What follows belongs to an exercise in optimizing a design on an open flow for small area; a production flow would make more cautious choices. At most, simulation tests tie the RTL to the original design; equivalence was not proved. Only the layout flow was run in runs 2 to 4; the RTL was not checked for function there. No driver is modelled on the clock port, so clocking that relies on it looks cheaper here than on a real chip. Power figures rest on the tool's default switching activity, not on a simulated workload.

===== flow/flow/run.sh =====
#!/bin/bash
# Layout flow: the standard ORFS flow (standard.sh) with three changes:
#  - synthesis is the standard flow's script with an area-oriented ABC script (area.abc);
#    everything before ABC, and so every register, is the standard one;
#  - the clock tree is built by pre_cts.tcl / mtree.tcl instead of TritonCTS;
#  - ports are buffered with sky130_fd_sc_hd__buf_1.
# Each tool's output goes to the ORFS logs under orfs/logs and to flow_make.log.
set -euo pipefail
HERE=$(pwd)
F=$HERE/flow
sed "s#^source \$::env(SCRIPTS_DIR)/synth_preamble.tcl#&\nset abc_args [lreplace \$abc_args 1 1 $F/area.abc]#" \
    "$FLOW_HOME/scripts/synth.tcl" > "$HERE/synth_body.tcl"
grep -q "area.abc" "$HERE/synth_body.tcl"
sed "s#\$::env(SCRIPTS_DIR)/synth.tcl#$HERE/synth_body.tcl#" synth_recipe.tcl > "$HERE/my_synth.tcl"
grep -q "synth_body.tcl" "$HERE/my_synth.tcl"
sed "s#SYNTH_SCRIPT=[^ ]*#SYNTH_SCRIPT=$HERE/my_synth.tcl#" standard.sh > "$HERE/my_standard.sh"
grep -q "my_synth.tcl" "$HERE/my_standard.sh"
export PRE_CTS_TCL=$F/pre_cts.tcl
export BUFFER_PORTS_ARGS="-buffer_cell sky130_fd_sc_hd__buf_1"
bash "$HERE/my_standard.sh" > "$HERE/flow_make.log" 2>&1

===== flow/design.v =====
module Pong (
    input clock,
    input reset,
    input p1_up,
    input p1_down,
    input p2_up,
    input p2_down,
    input start,
    output out_Hsync,
    output out_Vsync,
    output [3:0] out_Red,
    output [3:0] out_Green,
    output [3:0] out_Blue,
    output [3:0] p1_score,
    output [3:0] p2_score
    );
    wire [9:0] col, row;
    wire tick, d3, running;
    wire [3:0] L;
    wire [4:0] py1, py2, by;
    wire [5:0] bx;
    raster u_r(.clock(clock), .reset(reset), .col(col), .row(row), .out_Hsync(out_Hsync), .out_Vsync(out_Vsync));
    ticker u_t(.clock(clock), .reset(reset), .tick(tick));
    debounce u_d0(.clock(clock), .reset(reset), .tick(tick), .b(p1_up), .L(L[0]));
    debounce u_d1(.clock(clock), .reset(reset), .tick(tick), .b(p1_down), .L(L[1]));
    debounce u_d2(.clock(clock), .reset(reset), .tick(tick), .b(p2_up), .L(L[2]));
    debounce u_d3(.clock(clock), .reset(reset), .tick(tick), .b(p2_down), .L(L[3]));
    paddle u_p1(.clock(clock), .reset(reset), .up(L[0]), .down(L[1]), .py(py1));
    paddle u_p2(.clock(clock), .reset(reset), .up(L[2]), .down(L[3]), .py(py2));
    ball u_b(.clock(clock), .reset(reset), .running(running), .bx(bx), .by(by));
    game u_g(.clock(clock), .reset(reset), .start(start), .bx(bx), .by(by), .py1(py1), .py2(py2),
             .running(running), .p1_score(p1_score), .p2_score(p2_score));
    draw u_dr(.clock(clock), .reset(reset), .col(col), .row(row), .bx(bx), .by(by), .py1(py1), .py2(py2), .d3(d3));
    assign out_Red = {4{d3}};
    assign out_Green = {4{d3}};
    assign out_Blue = {4{d3}};
endmodule
module raster(input clock, input reset, output reg [9:0] col, output reg [9:0] row,
              output reg out_Hsync, output reg out_Vsync);
    wire col_end = col[9] & col[8] & col[4] & col[3] & col[2] & col[1] & col[0];  
    wire row_end = row[9] & row[3] & row[2];                                      
    wire [10:0] ccar;
    wire [10:0] rcar;
    assign ccar[0] = 1'b1;
    assign rcar[0] = col_end;
    genvar g;
    generate
        for (g = 0; g < 10; g = g + 1) begin : rast
            assign ccar[g+1] = ccar[g] & col[g];
            assign rcar[g+1] = rcar[g] & row[g];
        end
    endgenerate
    always @(posedge clock) begin
        if (reset || col_end) col <= 0;
        else col <= col ^ ccar[9:0];
        if (reset || (col_end && row_end)) row <= 0;
        else row <= row ^ rcar[9:0];
    end
    wire h_low = (col[9:7] == 3'b101) && (col[6:4] != 3'b111)
               && ((col[6:4] != 3'b000) || (col[3:0] == 4'b1111));
    wire v_low = (row[9:2] == 8'b0111_1010) && (row[1:0] != 2'b00);
    always @(posedge clock) begin
        if (reset) begin
            out_Hsync <= 0;
            out_Vsync <= 0;
        end else begin
            out_Hsync <= !h_low;
            out_Vsync <= !v_low;
        end
    end
endmodule
module ticker(input clock, input reset, output tick);
    reg [10:0] tw;
    assign tick = (tw == 11'b00000111100);
    always @(posedge clock) begin
        if (reset) tw <= 11'b01111111111;
        else if (tick) tw <= 0;
        else tw <= {~tw[9:0], tw[10] ~^ tw[8]};
    end
endmodule
module debounce(input clock, input reset, input tick, input b, output reg L);
    reg C;
    reg [3:0] dc;
    wire x = b ^ L;
    wire t11 = (dc == 4'b0011);
    always @(posedge clock) begin
        if (reset) begin
            L <= 0;
            C <= 0;
        end else if (tick) begin
            L <= L ^ (C & t11);
            C <= x ^ (C & t11);
        end
        if (tick) begin
            if (C & x & !t11) dc <= {~dc[2:0], dc[3] ~^ dc[2]};
            else dc <= 0;
        end
    end
endmodule
module paddle(input clock, input reset, input up, input down, output reg [4:0] py);
    localparam [16:0] LIM = 17'b10000101100000111;
    reg [16:0] pc;
    wire pl = (pc == LIM);
    wire pe = up ^ down;
    always @(posedge clock) begin
        if (reset || (pe && pl)) pc <= 0;
        else if (pe) pc <= {~pc[15:0], pc[16] ~^ pc[13]};
    end
    wire m = pl & (up ? (py != 0) : (down & (py != 23)));
    wire [5:0] t;
    assign t[0] = m;
    genvar g;
    generate
        for (g = 0; g < 5; g = g + 1) begin : pad
            assign t[g+1] = t[g] & (py[g] ^ up);
        end
    endgenerate
    always @(posedge clock) begin
        if (reset) py <= 0;
        else py <= py ^ t[4:0];
    end
endmodule
module ball(input clock, input reset, input running, output reg [5:0] bx, output reg [4:0] by);
    localparam [16:0] LIM = 17'b10000101100000111;
    reg [16:0] bc;
    reg bxl, byu;
    wire bl = (bc == LIM);
    always @(posedge clock) begin
        if (reset || (running && bl)) bc <= 0;
        else if (running) bc <= {~bc[15:0], bc[16] ~^ bc[13]};
    end
    wire decx = bxl ? (bx != 0) : (bx == 39);
    wire decy = byu ? (by != 0) : (by == 29);
    wire [6:0] tx;
    wire [5:0] ty;
    assign tx[0] = 1'b1;
    assign ty[0] = 1'b1;
    genvar g;
    generate
        for (g = 0; g < 6; g = g + 1) begin : bxg
            assign tx[g+1] = tx[g] & (bx[g] ^ decx);
        end
        for (g = 0; g < 5; g = g + 1) begin : byg
            assign ty[g+1] = ty[g] & (by[g] ^ decy);
        end
    endgenerate
    always @(posedge clock) begin
        if (reset || !running) begin
            bx <= 20;
            by <= 15;
            bxl <= 1;
            byu <= 1;
        end else if (bl) begin
            bx <= bx ^ tx[5:0];
            by <= by ^ ty[4:0];
            bxl <= decx;
            byu <= decy;
        end
    end
endmodule
module game(input clock, input reset, input start, input [5:0] bx, input [4:0] by,
            input [4:0] py1, input [4:0] py2, output running,
            output reg [3:0] p1_score, output reg [3:0] p2_score);
    reg s0, s1;
    assign running = s0 & !s1;
    wire scoring = s0 & s1;
    wire [4:0] pys = bx[5] ? py2 : py1;
    wire [4:0] sd;
    sub5 u_s(.a(by), .b(pys), .d(sd));
    wire hit = (sd[4:3] == 2'b00) && (sd[2:0] != 3'b111);
    wire at_edge = (bx == 39) || (bx == 0);
    wire [4:0] s1c, s2c;
    assign s1c[0] = 1'b1;
    assign s2c[0] = 1'b1;
    genvar g;
    generate
        for (g = 0; g < 4; g = g + 1) begin : scg
            assign s1c[g+1] = s1c[g] & p1_score[g];
            assign s2c[g+1] = s2c[g] & p2_score[g];
        end
    endgenerate
    always @(posedge clock) begin
        if (reset) begin
            s0 <= 0;
            s1 <= 0;
            p1_score <= 0;
            p2_score <= 0;
        end else begin
            s0 <= !s1 & (s0 | start);
            s1 <= s0 & (s1 | (at_edge & !hit));
            if (scoring) begin
                if (bx[5] ? p1_score[3] : p2_score[3]) begin
                    p1_score <= 0;
                    p2_score <= 0;
                end else if (bx[5]) begin
                    p1_score <= p1_score ^ s1c[3:0];
                end else begin
                    p2_score <= p2_score ^ s2c[3:0];
                end
            end
        end
    end
endmodule
module draw(input clock, input reset, input [9:0] col, input [9:0] row, input [5:0] bx, input [4:0] by,
            input [4:0] py1, input [4:0] py2, output reg d3);
    wire [5:0] cc = col[9:4];
    wire [5:0] rc = row[9:4];
    wire [4:0] pyd = cc[5] ? py2 : py1;
    wire [4:0] dd;
    sub5 u_s(.a(rc[4:0]), .b(pyd), .d(dd));
    wire on_paddle_col = (cc == 0) || (cc == 39);
    wire draw_now = (on_paddle_col && !rc[5] && (dd[4:3] == 2'b00) && (dd[2:0] != 3'b111))
                  || (cc == bx && rc == {1'b0, by});
    reg d1, d2;
    always @(posedge clock) begin
        if (reset) begin
            d1 <= 0;
            d2 <= 0;
            d3 <= 0;
        end else begin
            d1 <= draw_now;
            d2 <= d1;
            d3 <= d2;
        end
    end
endmodule
module sub5(input [4:0] a, input [4:0] b, output [4:0] d);
    wire [5:0] c;
    assign c[0] = 1'b1;
    genvar g;
    generate
        for (g = 0; g < 5; g = g + 1) begin : fa
            assign d[g] = a[g] ^ ~b[g] ^ c[g];
            assign c[g+1] = (a[g] & ~b[g]) | (a[g] & c[g]) | (~b[g] & c[g]);
        end
    endgenerate
endmodule

===== flow/flow/pre_cts.tcl =====
# Hook run by ORFS's cts.tcl before clock_tree_synthesis: build the clock
# tree by hand (see mtree.tcl) and leave TritonCTS nothing to do.
source [file join [file dirname [info script]] mtree.tcl]
manual_clock_tree 3 sky130_fd_sc_hd__clkbuf_8 sky130_fd_sc_hd__clkbuf_8
set skip {clock clknet_root}
for {set k 0} {$k < 8} {incr k} { lappend skip "clknet_leaf_$k" }
set_cts_config -skip_nets $skip
set_propagated_clock [all_clocks]

===== flow/flow/mtree.tcl =====
# Manual clock tree for a small design: the flip-flops are split into
# 2^L groups by recursive median bisection of their placed locations, each
# group is driven by one clock buffer at its centre, and the clock port
# drives those buffers (through one root buffer when there are more than 4).

proc mt_split { sinks levels } {
  if { $levels == 0 } { return [list $sinks] }
  set xs [lsort -integer [lmap s $sinks { lindex $s 1 }]]
  set ys [lsort -integer [lmap s $sinks { lindex $s 2 }]]
  set w [expr { [lindex $xs end] - [lindex $xs 0] }]
  set h [expr { [lindex $ys end] - [lindex $ys 0] }]
  set idx [expr { $w >= $h ? 1 : 2 }]
  set sorted [lsort -integer -index $idx $sinks]
  set half [expr { [llength $sorted] / 2 }]
  return [concat [mt_split [lrange $sorted 0 [expr { $half - 1 }]] [expr { $levels - 1 }]] \
                 [mt_split [lrange $sorted $half end] [expr { $levels - 1 }]]]
}

proc mt_buffer { block master name innet outnet x y } {
  set b [odb::dbInst_create $block $master $name]
  [$b findITerm A] connect $innet
  [$b findITerm X] connect $outnet
  $b setLocation [expr { $x - [$master getWidth] / 2 }] [expr { $y - [$master getHeight] / 2 }]
  $b setPlacementStatus PLACED
  return $b
}

proc manual_clock_tree { levels leaf_master root_master } {
  set db [ord::get_db]
  set block [ord::get_db_block]
  set clknet [$block findNet clock]
  set lm [$db findMaster $leaf_master]
  set sinks {}
  foreach it [$clknet getITerms] {
    set bb [[$it getInst] getBBox]
    lappend sinks [list $it [expr { ([$bb xMin] + [$bb xMax]) / 2 }] [expr { ([$bb yMin] + [$bb yMax]) / 2 }]]
  }
  set groups [mt_split $sinks $levels]
  set K [llength $groups]
  set srcnet $clknet
  if { $K > 4 } {
    set srcnet [odb::dbNet_create $block "clknet_root"]
    $srcnet setSigType CLOCK
  }
  set k 0
  set ax 0; set ay 0
  foreach g $groups {
    set net [odb::dbNet_create $block "clknet_leaf_$k"]
    $net setSigType CLOCK
    set sx 0; set sy 0
    foreach s $g { incr sx [lindex $s 1]; incr sy [lindex $s 2] }
    set cx [expr { $sx / [llength $g] }]
    set cy [expr { $sy / [llength $g] }]
    incr ax $cx; incr ay $cy
    foreach s $g {
      set it [lindex $s 0]
      $it disconnect
      $it connect $net
    }
    mt_buffer $block $lm "clkbuf_leaf_$k" $srcnet $net $cx $cy
    puts "clock leaf $k: [llength $g] sinks at ($cx, $cy)"
    incr k
  }
  if { $K > 4 } {
    mt_buffer $block [$db findMaster $root_master] "clkbuf_root" $clknet $srcnet \
      [expr { $ax / $K }] [expr { $ay / $K }]
  }
}

===== flow/standard.sh =====
#!/bin/bash
# synth_recipe.tcl (not shown) runs the flow's synth.tcl, then flattens the netlist and writes it again
# the make line also repeats each setting of config.mk as NAME=value (left out here)
make -C /OpenROAD-flow-scripts/flow DESIGN_CONFIG=/design/flow/config.mk WORK_HOME=/design/flow/orfs CLKGATE_MAP_FILE= SYNTH_SCRIPT=/design/flow/synth_recipe.tcl "${@:-finish}"

===== flow/flow/area.abc =====
strash
balance -l
resub -K 6 -l
rewrite -l
resub -K 6 -N 2 -l
refactor -l
resub -K 8 -l
balance -l
resub -K 8 -N 2 -l
rewrite -l
resub -K 10 -l
rewrite -z -l
resub -K 10 -N 2 -l
balance -l
resub -K 12 -l
refactor -z -l
resub -K 12 -N 2 -l
rewrite -z -l
balance -l
dch -f
amap
topo

===== flow/constraint.sdc =====
create_clock -name core_clock -period 6.0 [get_ports {clock}]
set_input_delay 1.2000 -clock core_clock [delete_from_list [all_inputs] [get_ports {clock}]]
set_output_delay 1.2000 -clock core_clock [all_outputs]
set_load 0.01 [all_outputs]

===== flow/config.mk =====
export PLATFORM = sky130hd
export DESIGN_NAME = Pong
export DESIGN_NICKNAME = Pong
export VERILOG_FILES = /design/flow/design.v
export SDC_FILE = /design/flow/constraint.sdc
export NUM_CORES = 4
export LEC_CHECK = 0
export CAP_MARGIN = 20
export CORE_MARGIN = 2
export CORE_UTILIZATION = 65
export PLACE_DENSITY = 0.75
export SLEW_MARGIN = 20

==> run summary, run 1 <==
* Status: timing/DRC/antenna clean
* Hold Violations, Final at 0
* Number of max-cap violations at 0
* Fin crit period at 3.32 ns
* Largest net degree at the start of global routing at 33
* Final Max Tran Viols at 0
* GP Congestion at 0.920
* Area Growth Syn to Fin at 5.63%
* First drt pass iteration count at 5
* Die area at 10200 sq um
* Iteration-0 DRC Markers at 260
* # fillers at 746
* Antenna diode count at 0
* Setup_tns at 0 ns
* Core area at 9150 sq um
* Post-synth EDFFs at 16
* Worst Setup End Kind: register
* Least-Margin Pin Slew at 0.679 ns
* Most instantiated cells after synthesis: dfxtp_1 (128), nor2_1 (98), clkinv_1 (89)
* Worst setup SP type: register
* Synthesized Nets at 694
* Clock Skews at around 0.017 ns
* Area share of the largest cell type after synthesis at 0.421
* LEAKAGE at 2.27 nW
* Post-route DRC at 0
* Number of global-route vias before repair at 4308
* Via count at roughly 4800
* Ranking of synthesized cells by area: dfxtp_1 (42%), edfxtp_1 (7.9%), nor2_1 (6.0%)
* Most numerous cell in the Yosys netlist: dfxtp_1
* Vias per inst at 5.99
* Yosys reg bits at 144
* Detail-routed net length per standard cell at approximately 14 um
* F_max at between 300 and 400 MHz
* CP arrival at 3.66 ns
* Slew margin rel. at 0.542
* CP delay by family, top: adder cells
* Syn avg cell area at just over 9 sq um
* Pre-CTS setup slack at 2.75 ns
* Post-synthesis sequential area ratio at 0.500
* Yosys top cell by area: dfxtp_1
* CTS clk-pin slew, worst paths at roughly 0.11 ns
* M3 GR Usage at 0.0180
* Global-route wire length before repair at 19200 um
* Buffers on Ports at 28
* Hold buffers post-CTS at 0
* Crit path largest cell delay at between 0.5 and 0.6 ns
* Share of synthesized registers carrying an async set or reset at 0
* Peak VDD IR at 0.198 mV
* Final setup violation count at 0
* Nets@finish at 729
* Die span in x at 101 um
* CP cell instances: clkinv_1, o22ai_1, ha_1, clkinv_1, fa_1, fa_1, fa_1, nor4_1, o221ai_1, nor2_1, a41oi_1, nor2_1
* Detail Route Antenna Nets at 0
* Hold Path Class: reg2reg
* Yosys cell types at 35
* Crit path required time at 6.34 ns
* Total wire length at 11100 um
* Synth Warn # at 7
* GR Util met2 at 0.373
* Postcts setup bufs at 0
* Final HPWL DP at slightly above 8000 um
* Skew-Pair Late Insertion Delay at 0.40 ns
* Overflow left after global routing at 0
* Final period utilization at 0.553
* Most Crowded Layer GR: met2
* Post-Syn Area at between 6000 and 7000 sq um
* Gr usage total at 0.220
* Initial antenna violation count at 0
* Die H at 101 um
* Top Ports at 29
* Met1 usage at 0.314
* Crit-path max FO at 10
* Initial Util at 0.665
* Worst Setup Slack, final at ~2.7 ns
* Total power at 0.00146 W
* Setup CP Type: reg2reg
* Slowest CP cell: dfxtp_1
* Layout cells sized above 1 at 0.0262
* Syn Inst Count at ~650
* Row count at 35
* RSZ-0062 raised after global routing: false
* Post-CTS Resized at 0
* Most used DFF post-synth: dfxtp_1
* Worst Path Buf+Inv at 2
* Power Dens Cells at 227 nW/um^2
* Most frequent CP cell: fa_1
==> worst paths after layout <==
kind	to	slack (ns)	from	cells after the start
worst min register to register	u_t.tw[5]	0.40	u_t.tw[4]	1
worst min-delay path	u_t.tw[5]	0.40	u_t.tw[4]	1
worst max register to register	u_dr.d1	2.68	u_r.col[9]	12
worst max-delay path	u_dr.d1	2.68	u_r.col[9]	12
==> metrics by stage <==
step / instance area (sq um) / instances / util / hold WS (ns)
finish: 6430 / 798 / 0.702 / 0.395
global route: 6430 / 798 / 0.702 / 0.417
CTS: 6430 / 798 / 0.702 / 0.396
detailed placement: 6300 / 789 / 0.689 / 0.372
global placement: 6300 / 789 / 0.689 / 0.364
floorplan: 6090 / 654 / - / 0.358
==> worst reg2reg max path: cells and delay by family (launching register included) <==
kind            cells  cell delay (ns)
buf+inv             2             0.38
fa+ha+maj           4             1.40
compound gates      3             0.46
simple gates        3             0.50
flops               1             0.53
==> cell usage in the layout, fill, tap and decap left out, types with 2 or more instances in the layout <==
cell type,n
or3_1,2
nor2b_1,12
nand2_1,20
buf_1,28
nand4_1,14
edfxtp_1,16
o221ai_1,18
dfxtp_1,128
a221oi_1,33
and3_1,10
o41ai_1,2
buf_4,8
a311oi_1,2
nor2_1,98
or2_0,2
nand3_1,13
a22oi_1,9
ha_1,27
a31oi_1,3
o21a_1,2
nor4_1,10
a21oi_1,22
nor3_1,16
a211oi_1,22
fa_1,6
clkinv_1,89
o21ai_0,24
clkbuf_8,9
o22ai_1,33
==> sequential cells by signal, indices dropped and copies added, names as in the netlist, 4 cells and up <==
register / flops
u_b.bc: 17
u_p1.pc: 17
u_p2.pc: 17
u_t.tw: 11
u_r.col: 10
u_r.row: 10
u_b.bx: 6
u_b.by: 5
u_p1.py: 5
u_p2.py: 5
u_d0.dc: 4
u_d1.dc: 4
u_d2.dc: 4
u_d3.dc: 4
u_g.p1_score: 4
u_g.p2_score: 4
==> logic make-up (layout without fill, tap and decap cells) <==
kind of cell,Yosys count,count (layout),synth area share
buffers and inverters,101,134,0.0697
AO/OA/AOI/OAI,176,176,0.204
flip-flops,144,144,0.500
AND/OR/NAND/NOR,199,199,0.150
adder cells (fa/ha/maj),33,33,0.0752
XOR/XNOR,1,1,0.00144
==> layout make-up <==
cell class / count / area [sq um] / area share
multi-input cells: 409 / 2620 / 0.408
repair buffers: 36 / 165 / 0.0257
plain buffers: 9 / 124 / 0.0193
well taps: 111 / 139 / 0.0216
inverters: 89 / 334 / 0.0520
flip-flops and latches: 144 / 3040 / 0.473
==> routing by layer <==
layer	vias up	routed length, um
met2	93	5040
met4	0	208
met1	2197	5350
met3	16	462
li1	2478	-
met5	-	0
==> power by group <==
group          internal (W)  switching (W)
combinational     0.0000191      0.0000353
clock              0.000136       0.000268
sequential         0.000989      0.0000116
total               0.00114       0.000315
==> run 2: changes to the inputs <==
--- a/flow/design.v
+++ b/flow/design.v
@@ -81,6 +81,6 @@
 module debounce(input clock, input reset, input tick, input b, output reg L);
-    reg C;
-    reg [3:0] dc;
+    reg [3:0] q;
     wire x = b ^ L;
-    wire t11 = (dc == 4'b0011);
+    wire last = (q == 4'b1001);
+    wire [3:0] nq = {~q[2:0], q[3] ~^ q[2]};
     always @(posedge clock) begin
@@ -88,10 +88,6 @@
             L <= 0;
-            C <= 0;
+            q <= 0;
         end else if (tick) begin
-            L <= L ^ (C & t11);
-            C <= x ^ (C & t11);
-        end
-        if (tick) begin
-            if (C & x & !t11) dc <= {~dc[2:0], dc[3] ~^ dc[2]};
-            else dc <= 0;
+            L <= L ^ last;
+            q <= x ? (last ? 4'b0000 : nq) : {4{last}};
         end
@@ -100,3 +96,3 @@
 module paddle(input clock, input reset, input up, input down, output reg [4:0] py);
-    localparam [16:0] LIM = 17'b10000101100000111;
+    localparam [16:0] LIM = 17'b10001110100001000;
     reg [16:0] pc;
@@ -106,3 +102,3 @@
         if (reset || (pe && pl)) pc <= 0;
-        else if (pe) pc <= {~pc[15:0], pc[16] ~^ pc[13]};
+        else if (pe) pc <= {pc[15:0], pc[16] ~^ pc[13]};
     end
@@ -123,3 +119,3 @@
 module ball(input clock, input reset, input running, output reg [5:0] bx, output reg [4:0] by);
-    localparam [16:0] LIM = 17'b10000101100000111;
+    localparam [16:0] LIM = 17'b10001110100001000;
     reg [16:0] bc;
@@ -129,3 +125,3 @@
         if (reset || (running && bl)) bc <= 0;
-        else if (running) bc <= {~bc[15:0], bc[16] ~^ bc[13]};
+        else if (running) bc <= {bc[15:0], bc[16] ~^ bc[13]};
     end
--- a/flow/flow/area.abc
+++ b/flow/flow/area.abc
@@ -1,2 +1,20 @@
 strash
+balance -l
+resub -K 6 -l
+rewrite -l
+resub -K 6 -N 2 -l
+refactor -l
+resub -K 8 -l
+balance -l
+resub -K 8 -N 2 -l
+rewrite -l
+resub -K 10 -l
+rewrite -z -l
+resub -K 10 -N 2 -l
+balance -l
+resub -K 12 -l
+refactor -z -l
+resub -K 12 -N 2 -l
+rewrite -z -l
+balance -l
 balance -l
--- a/flow/flow/pre_cts.tcl
+++ b/flow/flow/pre_cts.tcl
@@ -3,3 +3,3 @@
 source [file join [file dirname [info script]] mtree.tcl]
-manual_clock_tree 3 sky130_fd_sc_hd__clkbuf_8 sky130_fd_sc_hd__clkbuf_8
+manual_clock_tree 3 sky130_fd_sc_hd__clkbuf_8 sky130_fd_sc_hd__clkbuf_4
 set skip {clock clknet_root}
--- a/flow/config.mk
+++ b/flow/config.mk
@@ -7,3 +7,3 @@
 export LEC_CHECK = 0
-export CAP_MARGIN = 20
+export CAP_MARGIN = 0
 export CORE_MARGIN = 2
@@ -11,2 +11,2 @@
 export PLACE_DENSITY = 0.75
-export SLEW_MARGIN = 20
+export SLEW_MARGIN = 0
==> run summary, run 2 <==
* Die H at 100 um
* Post-synthesis sequential area ratio at 0.467
* Most numerous cell in the Yosys netlist: dfxtp_1
* Post-Synth Adder-Cell Area at 0.0763
* Most frequent cells in the layout: dfxtp_1 (140), nor2_1 (74), clkinv_1 (70)
* Area Growth Syn to Fin at 5.26%
* Syn avg cell area at just under 10 sq um
* Initial antenna violation count at 0
* Post-synthesis mux area share at 0
* Final Max Tran Viols at 0
* Nets@finish at 690
* F_max at 295 MHz
* Largest net degree at the start of global routing at 46
* Setup CP Type: reg2reg
* Ranking of synthesized cells by area: dfxtp_1 (47%), o221a_1 (12%), ha_1 (5.6%)
* Fin crit period at 3.39 ns
* Most frequent CP cell: fa_1
* Gr usage total at 0.230
* CP arrival at 3.84 ns
* Worst setup SP type: register
* Total power at 0.00141 W
* Most used DFF post-synth: dfxtp_1
* Post-route DRC at 0
* Final setup violation count at 0
* Hold Violations, Final at 0
* RSZ-0062 raised after global routing: false
* First drt pass iteration count at 5
* Skew-Pair Late Insertion Delay at 0.50 ns
* Antenna diode count at 0
* Final period utilization at 0.565
* Most instantiated cells after synthesis: dfxtp_1 (140), nor2_1 (74), clkinv_1 (70)
* Yosys top cell by area: dfxtp_1
* Worst R2R Setup Slack at about 2.6 ns
* GP Congestion at 0.815
* Largest family of logic cells by synthesized area: compound AO/OA/AOI/OAI gates
* Yosys reg bits at 140
* Total wire length at 11700 um
* Post-route cell area at 6310 sq um
* Initial Util at 0.659
* Die span in x at 100 um
* Top Ports at 29
* Hold Path Class: reg2reg
* Slowest CP cell: dfxtp_1
* Placed Instance Area at 6200 sq um
* Number of max-cap violations at 0
* Syn Inst Count at 618
* Share of synthesized registers carrying an async set or reset at 0
* Postcts setup bufs at 0
* Buffers on Ports at 28
* Synthesized Nets at between 600 and 700
* Simple logic cell fraction of the synthesized area at 0.138
* Iteration-0 DRC Markers at 165
* Hold buffers post-CTS at 0
* Number of global-route vias before repair at 4426
* Core area at slightly above 9000 sq um
* Final Non-Filler Cells at 759
* Slew margin rel. at 0.217
* Post-Syn Area at 6000 sq um
* Worst Setup End Kind: register
* Post-synth EDFFs at 0
* Vias per inst at about 6.3
* Biggest registers after layout: u_b.bc x17, u_p1.pc x17, u_p2.pc x17
* Clock Skews at 0.0147 ns
* Crit path required time at 6.45 ns
* Global-route wire length before repair at 20000 um
* Post-CTS Resized at 0
* Layout cells sized above 1 at 0.0231
* Peak VDD IR at 0.208 mV
* Status: timing/DRC/antenna clean
* Synth Warn # at 7
* Power Dens Cells at 223 nW/um^2
* Area share of the largest cell type after synthesis at 0.467
* Crit path largest cell delay at 0.61 ns
* XOR/XNOR Fraction of Synth Area at 0.00146
* Compound-Gate Fraction of Synth Area at 0.259
* Crit-path max FO at 13
* Least-Margin Pin Slew at 1.17 ns
* Row count at 35
* Overflow left after global routing at 0
* CP cell instances: clkinv_1, o22ai_1, ha_1, clkinv_1, fa_1, fa_1, fa_1, o21ai_0, o2111ai_1, a211oi_1, a31oi_1, nor2_1
* LEAKAGE at 2.27 nW
* Via count at between 4000 and 5000
* CTS clk-pin slew, worst paths at 0.11 ns
* Die area at 10000 sq um
* Leading cell type in the layout, fill and taps excluded: dfxtp_1
* Yosys cell types at 38
* Final HPWL DP at 8140 um
* Placed Cells at 750
* Detail Route Antenna Nets at 0
* Detail-routed net length per standard cell at roughly 15 um
* Setup_tns at 0 ns
## run 2: cell types whose count changed in the layout (fill, tap and decap cells not counted), sizes merged, moves of 7 or more
cell,delta
o21ai,+8
nor2,-24
edfxtp,-16
a211oi,-9
dfxtp,+12
a22oi,-7
a221oi,-27
o221a,+62
nand4,-10
clkinv,-19
o22ai,-10
## run 2: power breakdown
group	switching (W)	total [W]	internal (W)
registers	0.0000122	0.000959	0.000947
clock network	0.000268	0.000395	0.000127
logic	0.0000344	0.0000550	0.0000207
total	0.000315	0.00141	0.00109
## run 2: cells by family (layout without fill, tap and decap cells)
family,count (synthesis),after routing
adders and majority gates,33,33
DFF,140,140
xor gates and xnor gates,1,1
buffers and inverters,82,112
and+or+nand+nor,168,168
AOI/OAI and AO/OA,194,194
## run 2: metal layers
| layer | track usage | up-vias | part of all wire |
|---|---|---|---|
| li1 | - | 2405 | - |
| met1 | 0.335 | 2275 | 0.48 |
| met2 | 0.386 | 110 | 0.46 |
| met3 | 0.0167 | 14 | 0.038 |
| met4 | 0.0358 | 0 | 0.016 |
| met5 | 0 | - | 0 |
## run 2: worst paths after layout
kind | cells past startpoint | from | end
hold / removal | 1 | u_t.tw[5] | u_t.tw[6]
hold reg to reg | 1 | u_t.tw[5] | u_t.tw[6]
setup reg to reg | 12 | u_r.col[9] | u_dr.d1
setup / recovery | 12 | u_r.col[9] | u_dr.d1
## run 2: final cells by class
class | instances | area, sq um
fillers | 758 | 2790
inverters | 70 | 263
well taps | 111 | 139
flip-flops and latches | 140 | 2800
plain buffers | 9 | 118
repair buffers | 33 | 143
multi-input cells | 396 | 2850
## run 2: critical path, delay by kind of cell, from the launching register on
kind            cells  cell delay, ns
buf+inv             2            0.37
flops               1            0.61
compound gates      5            0.96
fa+ha+maj           4            1.34
simple gates        1            0.08
## run 2: stage by stage
stage                     utilization  hold slack [ns]  setup slack [ns]
final                           0.693            0.392              2.61
after global routing            0.693            0.410              2.19
after floorplan                     -            0.353              2.57
after detailed placement        0.680            0.371              2.65
after global placement          0.680            0.368              2.72
after CTS                       0.693            0.394              2.62
==> run 3: changes to the inputs <==
--- a/flow/config.mk
+++ b/flow/config.mk
@@ -10,2 +10,3 @@
 export CORE_UTILIZATION = 65
+export GPL_TIMING_DRIVEN = 0
 export PLACE_DENSITY = 0.75
==> run summary, run 3 <==
* Status: timing/DRC/antenna clean
* # fillers at 720
* Worst setup SP type: input port
* Final period utilization at 0.630
* Iteration-0 DRC Markers at 188
* CP arrival at between 4 and 5 ns
* Most used DFF post-synth: dfxtp_1
* Post-synth EDFFs at 0
* Post-synthesis sequential area ratio at 0.467
* Postcts setup bufs at 0
* Buffers on Ports at 28
* Syn Inst Count at 618
* Start of the worst register-to-register path: u_g.s0
* First drt pass iteration count at 4
* Vias per inst at 6.15
* Setup CP Type: in2reg
* Layout cells sized above 1 at 0.0381
* Initial Util at 0.659
* Most frequent cells in the layout: dfxtp_1 (140), nor2_1 (74), clkinv_1 (70)
* Yosys cell types at 38
* Area Growth Syn to Fin at 6.49%
* Row count at 35
* Die span in x at 100 um
* Hold buffers post-CTS at 0
* Most instantiated cells after synthesis: dfxtp_1 (140), nor2_1 (74), clkinv_1 (70)
* Worst Setup End Kind: register
* Biggest registers after layout: u_b.bc x17, u_p1.pc x17, u_p2.pc x17
* Post-CTS Resized at 0
* CP Capture Point: u_g.p1_score[3]
* Nets@finish at 699
* Global-route wire length before repair at 19400 um
* Post-route DRC at 0
* F_max at 265 MHz
* Layout Utilization at 0.701
* Least-Margin Pin Slew at 1.24 ns
* Antenna diode count at 0
* Overflow left after global routing at 0
* Power Dens Cells at 221 nW/um^2
* Final Max Tran Viols at 0
* Share of synthesized registers carrying an async set or reset at 0
* Hold Violations, Final at 0
* Slew margin rel. at 0.171
* Crit path largest cell delay at 1.31 ns
* CP cell instances: buf_1, clkinv_1, o21ai_0, nor2_1
* Total wire length at 11300 um
* Leading cell type in the layout, fill and taps excluded: dfxtp_1
* Number of max-cap violations at 0
* Gr usage total at 0.224
* Die area at ~10000 sq um
* R2R cell count at 6
* Hold Path Class: reg2reg
* Hold WS at between 0.3 and 0.4 ns
* Crit path required time at between 6 and 7 ns
* Via count at around 4700
* Fin crit period at around 3.8 ns
* Final setup violation count at 0
* Skew-Pair Late Insertion Delay at 0.49 ns
* Top Ports at 29
* Initial antenna violation count at 0
* Ranking of synthesized cells by area: dfxtp_1 (47%), o221a_1 (12%), ha_1 (5.6%)
* Synthesized Nets at 658
* Yosys top cell by area: dfxtp_1
* Detail Route Antenna Nets at 0
* Slowest CP cell: clkinv_1
* Most numerous cell in the Yosys netlist: dfxtp_1
* Peak VDD IR at about 0.19 mV
* CTS clk-pin slew, worst paths at 0.10 ns
* Core area at 9110 sq um
* Worst r2r dst: u_b.bx[3]
* Post-Syn Area at 6000 sq um
* LEAKAGE at 2.32 nW
* Crit-path max FO at 45
* Synth Warn # at 7
* Worst Setup SP: reset
* GP Congestion at 0.797
* Total power at 0.00141 W
* Number of global-route vias before repair at 4251
* Syn avg cell area at between 9 and 10 sq um
* Yosys reg bits at 140
* Clock Skews at 0.0117 ns
* RSZ-0062 raised after global routing: false
* Final HPWL DP at 7910 um
* Area share of the largest cell type after synthesis at 0.467
* Detail-routed net length per standard cell at ~15 um
* Die H at 100 um
* Largest net degree at the start of global routing at between 40 and 50
* Worst R2R Setup Slack at roughly 2.6 ns
* Setup_tns at 0 ns
==> run 3: per-layer routing <==
layer | GRT usage | part of all wire
met5 | 0 | 0
met4 | 0.0285 | 0.015
met3 | 0.0160 | 0.028
met2 | 0.367 | 0.45
met1 | 0.335 | 0.50
==> run 3: cells by family after synthesis <==
group | synth area share
buf+inv | 0.0588
xor+xnor | 0.00146
compound gates | 0.259
fa+ha+maj | 0.0763
simple gates | 0.138
flops | 0.467
==> run 3: how the worst min path moves through the flow <==
stage	cells past startpoint	from	slack, ns	end
after floorplan	1	u_t.tw[2]	0.35	u_t.tw[3]
after global placement	1	u_t.tw[4]	0.37	u_t.tw[5]
after detailed placement	1	u_t.tw[2]	0.37	u_t.tw[3]
after CTS	1	u_t.tw[2]	0.40	u_t.tw[3]
after global routing	1	u_t.tw[5]	0.41	u_t.tw[6]
final	1	u_t.tw[2]	0.39	u_t.tw[3]
==> run 3: critical path, delay by kind of cell <==
family	cells	cell delay [ns]
buffers and inverters	2	2.20
AO/OA/AOI/OAI	1	0.64
AND/OR/NAND/NOR	1	0.09
==> run 3: area by class of cell <==
| class | count | area, sq um | share of cell area |
|---|---|---|---|
| Buffer | 21 | 208 | 0.0325 |
| Inverter | 70 | 263 | 0.0411 |
| Multi-Input combinational cell | 396 | 2860 | 0.447 |
| Sequential cell | 140 | 2800 | 0.439 |
| Tap cell | 111 | 139 | 0.0217 |
| Timing Repair Buffer | 30 | 120 | 0.0188 |
==> run 3: through the flow <==
step                      std cells  cell area, sq um  worst slack [ns]
after floorplan                 618              6000              2.57
after global placement          757              6240              1.25
final                           768              6390              2.22
after global routing            768              6390              1.86
after CTS                       767              6370              1.95
after detailed placement        758              6260              1.67
==> run 3: power breakdown <==
part	switching, W	leakage (nW)	internal, W
Sequential	0.0000126	1.14	0.000947
Combinational	0.0000345	1.13	0.0000233
Clock	0.000268	0.0621	0.000127
Total	0.000315	2.32	0.00110
==> run 4: changes to the inputs <==
==> flow/flow/area.abc (replaced) <==
strash
&get -n
&deepsyn -J 100 -T 240
&put
balance -l
resub -K 6 -l
rewrite -l
resub -K 6 -N 2 -l
refactor -l
resub -K 8 -l
balance -l
resub -K 8 -N 2 -l
rewrite -l
resub -K 10 -l
rewrite -z -l
resub -K 10 -N 2 -l
balance -l
resub -K 12 -l
refactor -z -l
resub -K 12 -N 2 -l
rewrite -z -l
balance -l
dch -f
amap -m -F 4 -A 8 -C 1000
topo
--- a/flow/config.mk
+++ b/flow/config.mk
@@ -10,3 +10,2 @@
 export CORE_UTILIZATION = 65
-export GPL_TIMING_DRIVEN = 0
 export PLACE_DENSITY = 0.75
==> run summary, run 4 <==
* Yosys cell types at 39
* Least-Margin Pin Slew at 0.847 ns
* Clock Power Share at 0.284
* Row count at 34
* Syn avg cell area at 8.86 sq um
* Most instantiated cells after synthesis: dfxtp_1 (140), clkinv_1 (132), o22ai_1 (82)
* Status: timing/DRC/antenna clean
* Reg power frac at 0.684
* Ranking of synthesized cells by area: dfxtp_1 (47%), o22ai_1 (8.7%), clkinv_1 (8.4%)
* Crit-path max FO at 11
* Top Ports at 29
* Most numerous cell in the Yosys netlist: dfxtp_1
* Skew-Pair Late Insertion Delay at roughly 0.49 ns
* Hold buffers post-CTS at 0
* Comb pwr share at 0.032
* Die H at 99.3 um
* First drt pass iteration count at 5
* Number of max-cap violations at 0
* Hold Crit Start: u_t.tw[5]
* Area share of the largest cell type after synthesis at 0.475
* Clock Skews at 0.0126 ns
* R2R cell count at 12
* Detail-routed net length per standard cell at about 14 um
* Power Dens Cells at 224 nW/um^2
* Postcts setup bufs at 0
* Fin crit period at roughly 3.5 ns
* Peak VDD IR at around 0.22 mV
* Biggest registers after layout: u_b.bc x17, u_p1.pc x17, u_p2.pc x17
* Switching Fraction at 0.221
* Total wire length at 11200 um
* Post-route DRC at 0
* Post-CTS Resized at 0
* RSZ-0062 raised after global routing: false
* Buffers on Ports at 28
* Largest net degree at the start of global routing at 34
* CP arrival at 3.90 ns
* Syn Inst Count at 666
* Area occupied by multi-input gates at about 2500 sq um
* Die area at 9860 sq um
* GP Congestion at 0.865
* Core area at a little under 9000 sq um
* Die span in x at 99.3 um
* Post-Syn Area at between 5000 and 6000 sq um
* Hold Path Depth at 1
* Nets@finish at 735
* Global-route wire length before repair at 19400 um
* Number of global-route vias before repair at 4380
* Worst R2R Setup Slack at 2.50 ns
* Setup CP Type: reg2reg
* Leading cell type in the layout, fill and taps excluded: dfxtp_1
* Via count at ~4800
* Gr usage total at 0.227
* Hold Path End: u_t.tw[6]
* Layout cells sized above 1 at 0.0173
* Synth Warn # at 7
* Detail Route Antenna Nets at 0
* Overflow left after global routing at 0
* Most frequent cells in the layout: dfxtp_1 (140), clkinv_1 (132), o22ai_1 (82)
* Initial antenna violation count at 0
* Iteration-0 DRC Markers at 231
* Internal power at 0.00108 W
* F_max at 286 MHz
* Yosys reg bits at 140
* Worst setup SP type: register
* Setup_tns at 0 ns
* # fillers at 703
* Final HPWL DP at 8200 um
* Post-synth EDFFs at 0
* Final Max Tran Viols at 0
* Post-synthesis sequential area ratio at 0.475
* Most used DFF post-synth: dfxtp_1
* Area Growth Syn to Fin at 4.87%
* Vias per inst at 5.96
* Hold Violations, Final at 0
* LEAKAGE at ~2.2 nW
* Initial Util at 0.674
* Final period utilization at 0.583
* Antenna diode count at 0
* Hold Path Class: reg2reg
* Start of the worst register-to-register path: u_r.col[9]
* Yosys top cell by area: dfxtp_1
* Layout Utilization at 0.706
* Share of synthesized registers carrying an async set or reset at 0
* Final setup violation count at 0
* Crit path required time at 6.41 ns
* Worst Setup End Kind: register
* CTS clk-pin slew, worst paths at 0.10 ns
* Synthesized Nets at about 710
* Slew margin rel. at 0.432
* Switching power at 0.000306 W
* Register area at 2800 sq um
* Worst r2r dst: u_dr.d1
run 4: cell types whose count changed in the layout (fill, tap and decap cells not counted), sizes merged, moves of 6 or more:
cell	change
o21ai	-11
o221ai	+8
o22ai	+59
a211oi	-7
clkinv	+62
o221a	-62
buf	-12
nor2	-23
nand3	+9
nand4	+13
nand3b	-6
a31oi	-6
run 4: cell families after synthesis:
| group | after synthesis | share of synthesized area |
|---|---|---|
| AOI/OAI and AO/OA | 183 | 0.207 |
| adders and majority gates | 33 | 0.0776 |
| buffers and inverters | 144 | 0.0992 |
| DFF | 140 | 0.475 |
| muxes | 2 | 0.00339 |
| and+or+nand+nor | 164 | 0.138 |
run 4: power groups by stage:
stage / Sequential, W / Clock, W / Combinational [W]
after CTS: 0.000948 / 0.000404 / 0.0000447
after global placement: 0.000968 / 0 / 0.0000429
final: 0.000948 / 0.000394 / 0.0000444
after floorplan: 0.000967 / 0 / 0.0000319
after global routing: 0.000950 / 0.000430 / 0.0000508
after detailed placement: 0.000969 / 0 / 0.0000443
run 4: worst max path at each step:
stage,end,cells past startpoint,startpoint
after floorplan,u_dr.d1,12,u_r.col[9]
after global placement,u_d2.q[3],7,reset
after detailed placement,u_d0.q[2],7,reset
after CTS,u_dr.d1,12,u_r.col[9]
after global routing,u_dr.d1,12,u_r.col[9]
final,u_dr.d1,12,u_r.col[9]
run 4: layout make-up:
class                   instances  share of cell area
flip-flops and latches        140               0.453
multi-input cells             382               0.407
well taps                     108              0.0218
repair buffers                 30              0.0194
plain buffers                   9              0.0190
inverters                     132              0.0800
run 4: per-stage QoR:
stage	hold slack, ns	instance area, sq um	instances	power, W	worst slack [ns]
2_1_floorplan	0.358	5900	666	0.000999	2.97
3_3_place_gp	0.367	6070	792	0.00101	2.58
3_5_place_dp	0.371	6070	792	0.00101	2.42
4_1_cts	0.394	6190	801	0.00140	2.54
5_1_grt	0.414	6190	801	0.00143	2.25
6_report	0.391	6190	801	0.00139	2.50
run 4: per-layer routing:
metal,part of all wire,vias to the layer above,track usage
met5,0,-,0
met4,0.017,0,0.0400
met3,0.039,17,0.0148
met2,0.46,106,0.392
met1,0.49,2191,0.321
li1,-,2463,-
run 4: worst max-delay path, stage by stage, from the launching register on:
cell       delay, ns
dfxtp_1         0.57
clkinv_1        0.32
o22ai_1         0.24
ha_1            0.18
clkinv_1        0.07
fa_1            0.37
fa_1            0.38
fa_1            0.39
a21oi_1         0.19
nor2_1          0.07
a2111oi_0       0.37
a41oi_1         0.08
nor3_1          0.20
==> run 5: changes to the inputs <==
--- a/flow/design.v
+++ b/flow/design.v
@@ -104,3 +104,4 @@
     end
-    wire m = pl & (up ? (py != 0) : (down & (py != 23)));
+    wire mu = up & (py != 0);
+    wire m = pl & (mu | (down & (py != 23)));
     wire [5:0] t;
@@ -110,3 +111,3 @@
         for (g = 0; g < 5; g = g + 1) begin : pad
-            assign t[g+1] = t[g] & (py[g] ^ up);
+            assign t[g+1] = t[g] & (py[g] ^ mu);
         end
==> run summary, run 5 <==
* CTS clk-pin slew, worst paths at 0.10 ns
* Placed Instance Area at 6080 sq um
* Post-Synth Adder-Cell Area at 0.0775
* Yosys cell types at 32
* Most used DFF post-synth: dfxtp_1
* Post-synthesis mux area share at 0.00339
* Final setup violation count at 0
* Crit path required time at 6.40 ns
* Post-CTS Resized at 0
* Biggest registers after layout: u_b.bc x17, u_p1.pc x17, u_p2.pc x17
* Largest net degree at the start of global routing at 28
* Die span in x at 99.3 um
* Most instantiated cells after synthesis: dfxtp_1 (140), clkinv_1 (129), o22ai_1 (78)
* Die H at 99.3 um
* Ranking of synthesized cells by area: dfxtp_1 (47%), o22ai_1 (8.3%), clkinv_1 (8.2%)
* Overflow left after global routing at 0
* Gr usage total at 0.232
* XOR/XNOR Fraction of Synth Area at 0
* Total power at 0.00138 W
* Post-synth EDFFs at 0
* Slowest CP cell: dfxtp_1
* Vias per inst at 5.96
* Crit-path max FO at 12
* Die area at 9870 sq um
* Least-Margin Pin Slew at 0.977 ns
* Global-route wire length before repair at around 20000 um
* Most frequent cells in the layout: dfxtp_1 (140), clkinv_1 (129), o22ai_1 (78)
* Buffers on Ports at 28
* Syn Inst Count at around 670
* Peak VDD IR at between 0.15 and 0.2 mV
* Hold buffers post-CTS at 0
* CP cell instances: clkinv_1, o22ai_1, ha_1, clkinv_1, fa_1, fa_1, fa_1, o21ai_0, o221ai_1, a211oi_1, a41oi_1, nor3_1
* Hold Path Class: reg2reg
* F_max at 293 MHz
* Number of global-route vias before repair at about 4600
* Skew-Pair Late Insertion Delay at ~0.5 ns
* Antenna diode count at 0
* Share of synthesized registers carrying an async set or reset at 0
* Power Dens Cells at 222 nW/um^2
* Setup CP Type: reg2reg
* Detail Route Antenna Nets at 0
* Final period utilization at 0.569
* Nets@finish at 739
* Top Ports at 29
* Post-synthesis sequential area ratio at 0.474
* Synth Warn # at 7
* Worst Setup End Kind: register
* Area Growth Syn to Fin at 4.91%
* Layout cells sized above 1 at 0.0172
* Area share of the largest cell type after synthesis at 0.474
* Post-Syn Area at approximately 6000 sq um
* Iteration-0 DRC Markers at 216
* Layout Utilization at 0.707
* Slew margin rel. at 0.342
* Post-route cell area at 6200 sq um
* Yosys reg bits at 140
* Simple logic cell fraction of the synthesized area at 0.136
* Compound-Gate Fraction of Synth Area at 0.212
* Via count at 4799
* Postcts setup bufs at 0
* Syn avg cell area at between 8 and 9 sq um
* Setup_tns at 0 ns
* Largest family of logic cells by synthesized area: compound AO/OA/AOI/OAI gates
* Hold Violations, Final at 0
* Yosys top cell by area: dfxtp_1
* Worst Path Buf+Inv at 2
* Total wire length at about 11000 um
* Clock Skews at 0.00903 ns
* Fin crit period at around 3.4 ns
* Core area at 8760 sq um
* Initial antenna violation count at 0
* Initial Util at 0.674
* Number of max-cap violations at 0
* Post-route DRC at 0
* RSZ-0062 raised after global routing: false
* CP arrival at approximately 3.8 ns
* Leading cell type in the layout, fill and taps excluded: dfxtp_1
* Detail-routed net length per standard cell at 13.8 um
* Hold WS at a little under 0.4 ns
* Status: timing/DRC/antenna clean
* Most numerous cell in the Yosys netlist: dfxtp_1
* Synthesized Nets at 709
* Final Max Tran Viols at 0
* First drt pass iteration count at 6
* Row count at 34
* Final HPWL DP at 8270 um
* LEAKAGE at 2.19 nW
* GP Congestion at 0.840
* Most frequent CP cell: fa_1
* Crit path largest cell delay at 0.58 ns
* CP delay by family, top: adder cells
* Worst setup SP type: register
## run 5: changes by cell type after synthesis, moves of 3 or more
cell	before	now
o22ai_1	82	78
nand3_1	16	12
a221oi_1	6	3
nor4_1	8	4
o31ai_1	1	5
o21a_1	0	3
a22oi_1	6	3
nand2_1	19	26
or2_0	6	3
o221ai_1	22	25
or4_1	1	5
o21ai_0	21	28
o211ai_1	1	6
clkinv_1	132	129
## run 5: per-stage QoR
| stage | setup WS, ns | std cells |
|---|---|---|
| floorplan | 2.97 | 669 |
| global placement | 2.36 | 796 |
| detailed placement | 2.24 | 796 |
| CTS | 2.57 | 805 |
| global route | 2.26 | 805 |
| finish | 2.58 | 805 |
## run 5: cell type report
cell class | count | area, sq um
buffer | 9 | 118
tap | 108 | 135
inverter | 129 | 484
fill | 718 | 2570
timing repair buffer | 31 | 128
multi-input combinational | 388 | 2530
sequential | 140 | 2800
## run 5: power breakdown
group	switching (W)	internal, W	leakage [nW]
Combinational	0.0000306	0.0000116	0.992
Sequential	0.00000636	0.000940	1.13
Clock	0.000263	0.000127	0.0621
## run 5: worst paths after layout
kind                                  from        end  slack, ns  depth (start not counted)
worst min register to register   u_t.tw[2]  u_t.tw[3]       0.39                          1
worst min-delay path             u_t.tw[2]  u_t.tw[3]       0.39                          1
worst max register to register  u_r.col[9]    u_dr.d1       2.58                         12
worst max-delay path            u_r.col[9]    u_dr.d1       2.58                         12
## run 5: routing by layer
layer	part of all wire	track usage
met1	0.47	0.316
met4	0.014	0.0411
met3	0.042	0.0183
met5	0	0
met2	0.47	0.411
## run 5: cells by family (layout without fill, tap and decap cells)
group	after synthesis	after routing
multiplexers	2	2
flip-flops	140	140
buffers and inverters	141	169
AND/OR/NAND/NOR	163	163
AO/OA/AOI/OAI	190	190
adder cells (fa/ha/maj)	33	33
==> run 6: changes to the inputs <==
==> flow/flow/run.sh (replaced) <==
#!/bin/bash
# Layout flow: the standard ORFS flow (standard.sh) with these changes:
#  - synthesis is the standard flow's script (synth_recipe.tcl) running ORFS's synth.tcl
#    with an area-oriented ABC script (area.abc) and without Yosys's
#    extract_fa pass, so ABC maps the adder logic too.  Everything up to and
#    including the flip-flop mapping is unchanged, so the registers are the
#    standard synthesis's;
#  - the clock tree is built by pre_cts.tcl / mtree.tcl instead of TritonCTS;
#  - ports are buffered with sky130_fd_sc_hd__buf_1.
# Tool output: ORFS logs under orfs/logs, the make output in flow_make.log.
set -euo pipefail
HERE=$(pwd)
F=$HERE/flow
sed -e "s#^source \$::env(SCRIPTS_DIR)/synth_preamble.tcl#&\nset abc_args [lreplace \$abc_args 1 1 $F/area.abc]#" \
    -e "s#^  extract_fa {\*}\[dont_use_extract_fa_args\]#  \# extract_fa skipped#" \
    "$FLOW_HOME/scripts/synth.tcl" > "$HERE/synth_body.tcl"
grep -q "area.abc" "$HERE/synth_body.tcl"
grep -q "extract_fa skipped" "$HERE/synth_body.tcl"
sed "s#\$::env(SCRIPTS_DIR)/synth.tcl#$HERE/synth_body.tcl#" synth_recipe.tcl > "$HERE/my_synth.tcl"
grep -q "synth_body.tcl" "$HERE/my_synth.tcl"
sed "s#SYNTH_SCRIPT=[^ ]*#SYNTH_SCRIPT=$HERE/my_synth.tcl#" standard.sh > "$HERE/my_standard.sh"
grep -q "my_synth.tcl" "$HERE/my_standard.sh"
export PRE_CTS_TCL=$F/pre_cts.tcl
export BUFFER_PORTS_ARGS="-buffer_cell sky130_fd_sc_hd__buf_1"
bash "$HERE/my_standard.sh" > "$HERE/flow_make.log" 2>&1
--- a/flow/flow/area.abc
+++ b/flow/flow/area.abc
@@ -2,3 +2,3 @@
 &get -n
-&deepsyn -J 100 -T 240
+&deepsyn -J 500 -T 240
 &put
--- a/flow/config.mk
+++ b/flow/config.mk
@@ -9,4 +9,4 @@
 export CORE_MARGIN = 2
-export CORE_UTILIZATION = 65
-export PLACE_DENSITY = 0.75
+export CORE_UTILIZATION = 80
+export PLACE_DENSITY = 0.86
 export SLEW_MARGIN = 0
==> run summary, run 6 <==
* # fillers at 392
* Least-Margin Pin Slew at 0.847 ns
* R2R cell count at 11
* Hold buffers post-CTS at 0
* Final Max Tran Viols at 0
* Synth Warn # at 7
* Vias per inst at 6.32
* Slowest CP cell: or4_1
* Global-route wire length before repair at roughly 20000 um
* Syn Inst Count at 680
* Synthesized Nets at approximately 690
* Nets@finish at approximately 720
* Number of max-cap violations at 0
* LEAKAGE at 1.93 nW
* Skew-Pair Late Insertion Delay at 0.48 ns
* Slew margin rel. at 0.435
* Iteration-0 DRC Markers at ~350
* Antenna diode count at 0
* Post-synth EDFFs at 0
* Clock Skews at 0.0150 ns
* Hold Violations, Final at 0
* Via count at ~5100
* Most frequent cells in the layout: dfxtp_1 (140), clkinv_1 (127), o22ai_1 (83)
* Post-Syn Area at 5630 sq um
* Core area at 6790 sq um
* Area share of the largest cell type after synthesis at 0.498
* Post-CTS Resized at 0
* Overflow left after global routing at 0
* Initial antenna violation count at 0
* Hold Crit Start: u_t.tw[5]
* CP cell instances: or4_1, nor3_1, clkinv_1, nor4_1, nor2_1, a21oi_1, a21oi_1, o21ai_0, clkinv_1, o21ai_0, o21ai_0
* Leading cell type in the layout, fill and taps excluded: dfxtp_1
* Die span in x at 87.9 um
* Final period utilization at 0.524
* Worst r2r dst: u_d1.q[1]
* Final setup violation count at 0
* Share of synthesized registers carrying an async set or reset at 0
* Crit-path max FO at 7
* Most instantiated cells after synthesis: dfxtp_1 (140), clkinv_1 (127), o22ai_1 (83)
* Status: timing/DRC/antenna clean
* Detail Route Antenna Nets at 0
* Postcts setup bufs at 0
* Fin crit period at ~3.1 ns
* F_max at 318 MHz
* Row count at 30
* Area occupied by multi-input gates at 2260 sq um
* Most used DFF post-synth: dfxtp_1
* Crit path required time at 6.35 ns
* Setup CP Type: reg2reg
* Syn avg cell area at 8.27 sq um
* Biggest registers after layout: u_b.bc x17, u_p1.pc x17, u_p2.pc x17
* Final Non-Filler Cells at roughly 800
* Largest net degree at the start of global routing at 27
* RSZ-0062 raised after global routing: false
* Post-route DRC at 0
* Number of global-route vias before repair at 4663
* Total wire length at 12300 um
* Worst R2R Setup Slack at about 2.9 ns
* Detail-routed net length per standard cell at 15.3 um
* Start of the worst register-to-register path: u_t.tw[8]
* Yosys cell types at 34
* Peak VDD IR at 0.266 mV
* Hold WS at 0.388 ns
* CTS clk-pin slew, worst paths at about 0.11 ns
* Power Dens Cells at 233 nW/um^2
* Hold Path Depth at 1
* Setup_tns at 0 ns
* Top Ports at 29
* Placed Cells at 793
* Final HPWL DP at 8990 um
* Worst setup SP type: register
* Hold Path End: u_t.tw[6]
* First drt pass iteration count at 5
* Buffers on Ports at 28
* Yosys top cell by area: dfxtp_1
* Hold Path Class: reg2reg
* Most frequent CP cell: o21ai_0
* Gr usage total at 0.315
* Post-synthesis sequential area ratio at 0.498
* GP Congestion at 0.929
* Register area at 2800 sq um
* Crit path largest cell delay at 0.52 ns
* Most numerous cell in the Yosys netlist: dfxtp_1
* Layout cells sized above 1 at 0.0142
* Initial Util at 0.828
* Ranking of synthesized cells by area: dfxtp_1 (50%), o22ai_1 (9.2%), clkinv_1 (8.5%)
* Area Growth Syn to Fin at 4.63%
* Worst Setup End Kind: register
* Die area at 7720 sq um
* Yosys reg bits at 140
* CP arrival at 3.49 ns
* Die H at about 88 um
## run 6: cell count changes after synthesis, sizes merged, moves of 8 or more
| cell | previous run | this run |
|---|---|---|
| a211oi | 8 | 19 |
| a21oi | 21 | 29 |
| and3 | 12 | 3 |
| ha | 27 | 0 |
| nand2 | 26 | 34 |
| nor3 | 13 | 23 |
| o21ai | 28 | 55 |
| o221ai | 25 | 12 |
## run 6: kinds of logic (layout without fill, tap and decap cells)
| logic type | count (synthesis) | count (layout) | share of synthesized area |
|---|---|---|---|
| buffers and inverters | 139 | 165 | 0.101 |
| AOI/OAI and AO/OA | 232 | 232 | 0.258 |
| and+or+nand+nor | 169 | 169 | 0.143 |
| DFF | 140 | 140 | 0.498 |
## run 6: per-stage QoR
| stage | setup slack, ns | power, W | util | area, sq um |
|---|---|---|---|---|
| floorplan | 3.25 | 0.000994 | - | 5630 |
| global placement | 2.64 | 0.00100 | 0.849 | 5770 |
| detailed placement | 2.45 | 0.00101 | 0.849 | 5770 |
| CTS | 2.90 | 0.00138 | 0.866 | 5890 |
| global route | 2.51 | 0.00141 | 0.866 | 5890 |
| finish | 2.86 | 0.00137 | 0.866 | 5890 |
## run 6: cell type report
type / count / share of cell area
plain buffers: 9 / 0.0200
inverters: 127 / 0.0810
multi-input cells: 401 / 0.383
flip-flops and latches: 140 / 0.476
well taps: 96 / 0.0204
repair buffers: 29 / 0.0191
## run 6: routing by layer
layer  up-vias  share of wire  global-route usage
met3        25          0.053              0.0292
met5         -              0                   0
met4         0          0.017              0.0755
met2       180           0.51               0.591
met1      2382           0.42               0.389
li1       2483              -                   -
## run 6: how the worst max path moves through the flow
stage | to | slack, ns | from | cells past startpoint
after floorplan | u_b.bc[13] | 3.25 | reset | 6
after global placement | u_b.bc[9] | 2.64 | reset | 8
after detailed placement | u_b.bc[4] | 2.45 | reset | 8
after CTS | u_d1.q[0] | 2.90 | u_t.tw[8] | 11
after global routing | u_d1.q[1] | 2.51 | u_t.tw[8] | 11
final | u_d1.q[1] | 2.86 | u_t.tw[8] | 11
## run 6: worst max-delay path: cells and delay by family (launching register included)
| kind | cells | cell delay (ns) |
|---|---|---|
| AO/OA/AOI/OAI | 5 | 0.64 |
| buffers and inverters | 2 | 0.49 |
| flip-flops | 1 | 0.35 |
| AND/OR/NAND/NOR | 4 | 1.55 |
## run 6: power breakdown
group / internal (W) / switching, W
registers: 0.000939 / 0.00000630
logic: 0.0000103 / 0.0000286
clock network: 0.000127 / 0.000262
==> run 7: changes to the inputs <==
--- a/flow/config.mk
+++ b/flow/config.mk
@@ -9,4 +9,4 @@
 export CORE_MARGIN = 2
-export CORE_UTILIZATION = 80
-export PLACE_DENSITY = 0.86
+export CORE_UTILIZATION = 65
+export PLACE_DENSITY = 0.75
 export SLEW_MARGIN = 0
==> run summary, run 7 <==
* Status: timing/DRC/antenna clean
* Row count at 33
* Setup_tns at 0 ns
* Synthesized Nets at between 600 and 700
* Post-route DRC at 0
* Skew-Pair Late Insertion Delay at about 0.50 ns
* LEAKAGE at 1.93 nW
* Area share of the largest cell type after synthesis at 0.498
* Syn Inst Count at 680
* Nets@finish at just over 700
* First drt pass iteration count at 5
* Crit-path max FO at 7
* Layout cells sized above 1 at 0.0142
* Overflow left after global routing at 0
* Postcts setup bufs at 0
* Final HPWL DP at 8210 um
* Fin crit period at 3.27 ns
* Total power at between 0.001 and 0.0015 W
* Most frequent cells in the layout: dfxtp_1 (140), clkinv_1 (127), o22ai_1 (83)
* Post-Syn Area at 5630 sq um
* Hold Path Class: reg2reg
* Most used DFF post-synth: dfxtp_1
* Final Max Tran Viols at 0
* Most instantiated cells after synthesis: dfxtp_1 (140), clkinv_1 (127), o22ai_1 (83)
* CTS clk-pin slew, worst paths at 0.11 ns
* Clock Skews at 0.0127 ns
* Worst Setup End Kind: register
* M3 GR Usage at 0.0238
* Layout Utilization at 0.711
* Area Growth Syn to Fin at 4.83%
* Via count at 4902
* Share of synthesized registers carrying an async set or reset at 0
* Slew margin rel. at 0.473
* Detail-routed net length per standard cell at 14.0 um
* Yosys reg bits at 140
* Number of max-cap violations at 0
* Final setup violation count at 0
* RSZ-0062 raised after global routing: false
* Peak VDD IR at 0.186 mV
* Post-synth EDFFs at 0
* Largest net degree at the start of global routing at 27
* Core area at 8300 sq um
* Crit path required time at 6.37 ns
* Gr usage total at 0.234
* Total wire length at around 11000 um
* Worst setup SP type: register
* Most numerous cell in the Yosys netlist: dfxtp_1
* Placed Cells at between 800 and 900
* Global-route wire length before repair at slightly below 20000 um
* Placed Instance Area at 5780 sq um
* GR Util met2 at 0.412
* Met1 usage at 0.319
* CP arrival at roughly 3.6 ns
* Buffers on Ports at 28
* Number of global-route vias before repair at between 4000 and 5000
* Iteration-0 DRC Markers at 234
* Post-CTS Resized at 0
* Post-route cell area at 5900 sq um
* Antenna diode count at 0
* Synth Warn # at 7
* Final period utilization at 0.545
* Initial Util at 0.678
* Die H at 97.0 um
* Initial antenna violation count at 0
* Ranking of synthesized cells by area: dfxtp_1 (50%), o22ai_1 (9.2%), clkinv_1 (8.5%)
* Yosys top cell by area: dfxtp_1
* Setup CP Type: reg2reg
* Power Dens Cells at 234 nW/um^2
* Hold buffers post-CTS at 0
* Least-Margin Pin Slew at 0.790 ns
* Top Ports at 29
* Biggest registers after layout: u_b.bc x17, u_p1.pc x17, u_p2.pc x17
* Most Crowded Layer GR: met2
* Final Non-Filler Cells at 811
* Post-synthesis sequential area ratio at 0.498
* Leading cell type in the layout, fill and taps excluded: dfxtp_1
* Detail Route Antenna Nets at 0
* Die span in x at 97.0 um
* Die area at 9420 sq um
* GP Congestion at 0.934
* Vias per inst at 6.04
* Hold Violations, Final at 0
* F_max at about 300 MHz
* Syn avg cell area at 8.27 sq um
* # fillers at 663
* Yosys cell types at 34
-- run 7: cell counts after synthesis --
No cell type changed its count.
-- run 7: area by class of cell --
class / instances / area (sq um) / share of cell area
plain buffers: 9 / 118 / 0.0199
inverters: 127 / 477 / 0.0808
multi-input cells: 401 / 2260 / 0.383
flip-flops and latches: 140 / 2800 / 0.475
well taps: 105 / 131 / 0.0223
repair buffers: 29 / 113 / 0.0191
-- run 7: critical path: stages, from the launching register on --
cell and delay [ns]:
dfxtp_1 0.34, or4_1 0.52, nor3_1 0.48, clkinv_1 0.37, nor4_1 0.53, a21oi_1 0.20
o21ai_0 0.37, clkinv_1 0.15, o21ai_0 0.09, o21ai_0 0.10
-- run 7: where the power goes --
part	total (W)	internal [W]	switching, W
registers	0.000945	0.000939	0.00000601
logic	0.0000387	0.0000103	0.0000284
clock network	0.000394	0.000127	0.000267
-- run 7: metrics by stage --
step           setup WS, ns  hold slack (ns)
4_1_cts                2.78            0.397
5_1_grt                2.38            0.407
6_report               2.73            0.394
3_5_place_dp           2.49            0.366
3_3_place_gp           2.62            0.365
2_1_floorplan          3.25            0.358
-- run 7: final timing paths --
kind	start	end	slack, ns	cells after the start
worst max-delay path	u_t.tw[8]	u_d1.q[0]	2.73	9
worst min-delay path	u_t.tw[3]	u_t.tw[4]	0.39	1
worst max register to register	u_t.tw[8]	u_d1.q[0]	2.73	9
worst min register to register	u_t.tw[3]	u_t.tw[4]	0.39	1
-- run 7: per-layer routing --
metal	wire length (um)	part of all wire
met2	5260	0.46
met3	675	0.060
met1	5200	0.46
met4	192	0.017
met5	0	0
-- run 7: logic make-up (layout without fill, tap and decap cells) --
family,Yosys count,count (layout),share of synthesized area
buffers and inverters,139,165,0.101
AND/OR/NAND/NOR,169,169,0.143
AO/OA/AOI/OAI,232,232,0.258
flip-flops,140,140,0.498

-- port drivers added, routing unchanged --
No port has a modelled driver above. Below, the same layouts with a new extraction and two added sets of constraints.
Step 1: set_driving_cell puts a clkbuf_16 on clock and a buf_2 on each other input, an assumption about the parent block.
Step 2 also shifts input and output timing later by t, the mid clock arrival at the registers, as if the neighbouring blocks saw the same clock.
Three values: ideal, step 1, step 2; two values: the first two.
run	t (ns)	slack for setup (ns)	clock arrival spread, ns
run 1	0.420	2.683 / 2.683 / 2.683	0.020 / 0.019
run 2	0.518	2.607 / 2.607 / 2.607	0.016 / 0.015
run 3	0.514	2.221 / 2.216 / 1.702	0.011 / 0.011
run 4	0.508	2.505 / 2.505 / 2.457	0.014 / 0.015
run 5	0.515	2.584 / 2.584 / 2.252	0.009 / 0.010
run 6	0.500	2.857 / 2.857 / 2.405	0.015 / 0.015
run 7	0.522	2.728 / 2.728 / 2.397	0.013 / 0.013
After both steps every run listed still meets setup and hold. For run 3, which loses most, drivers alone change the setup slack by -0.005 ns; drivers and shift together by -0.519 ns.
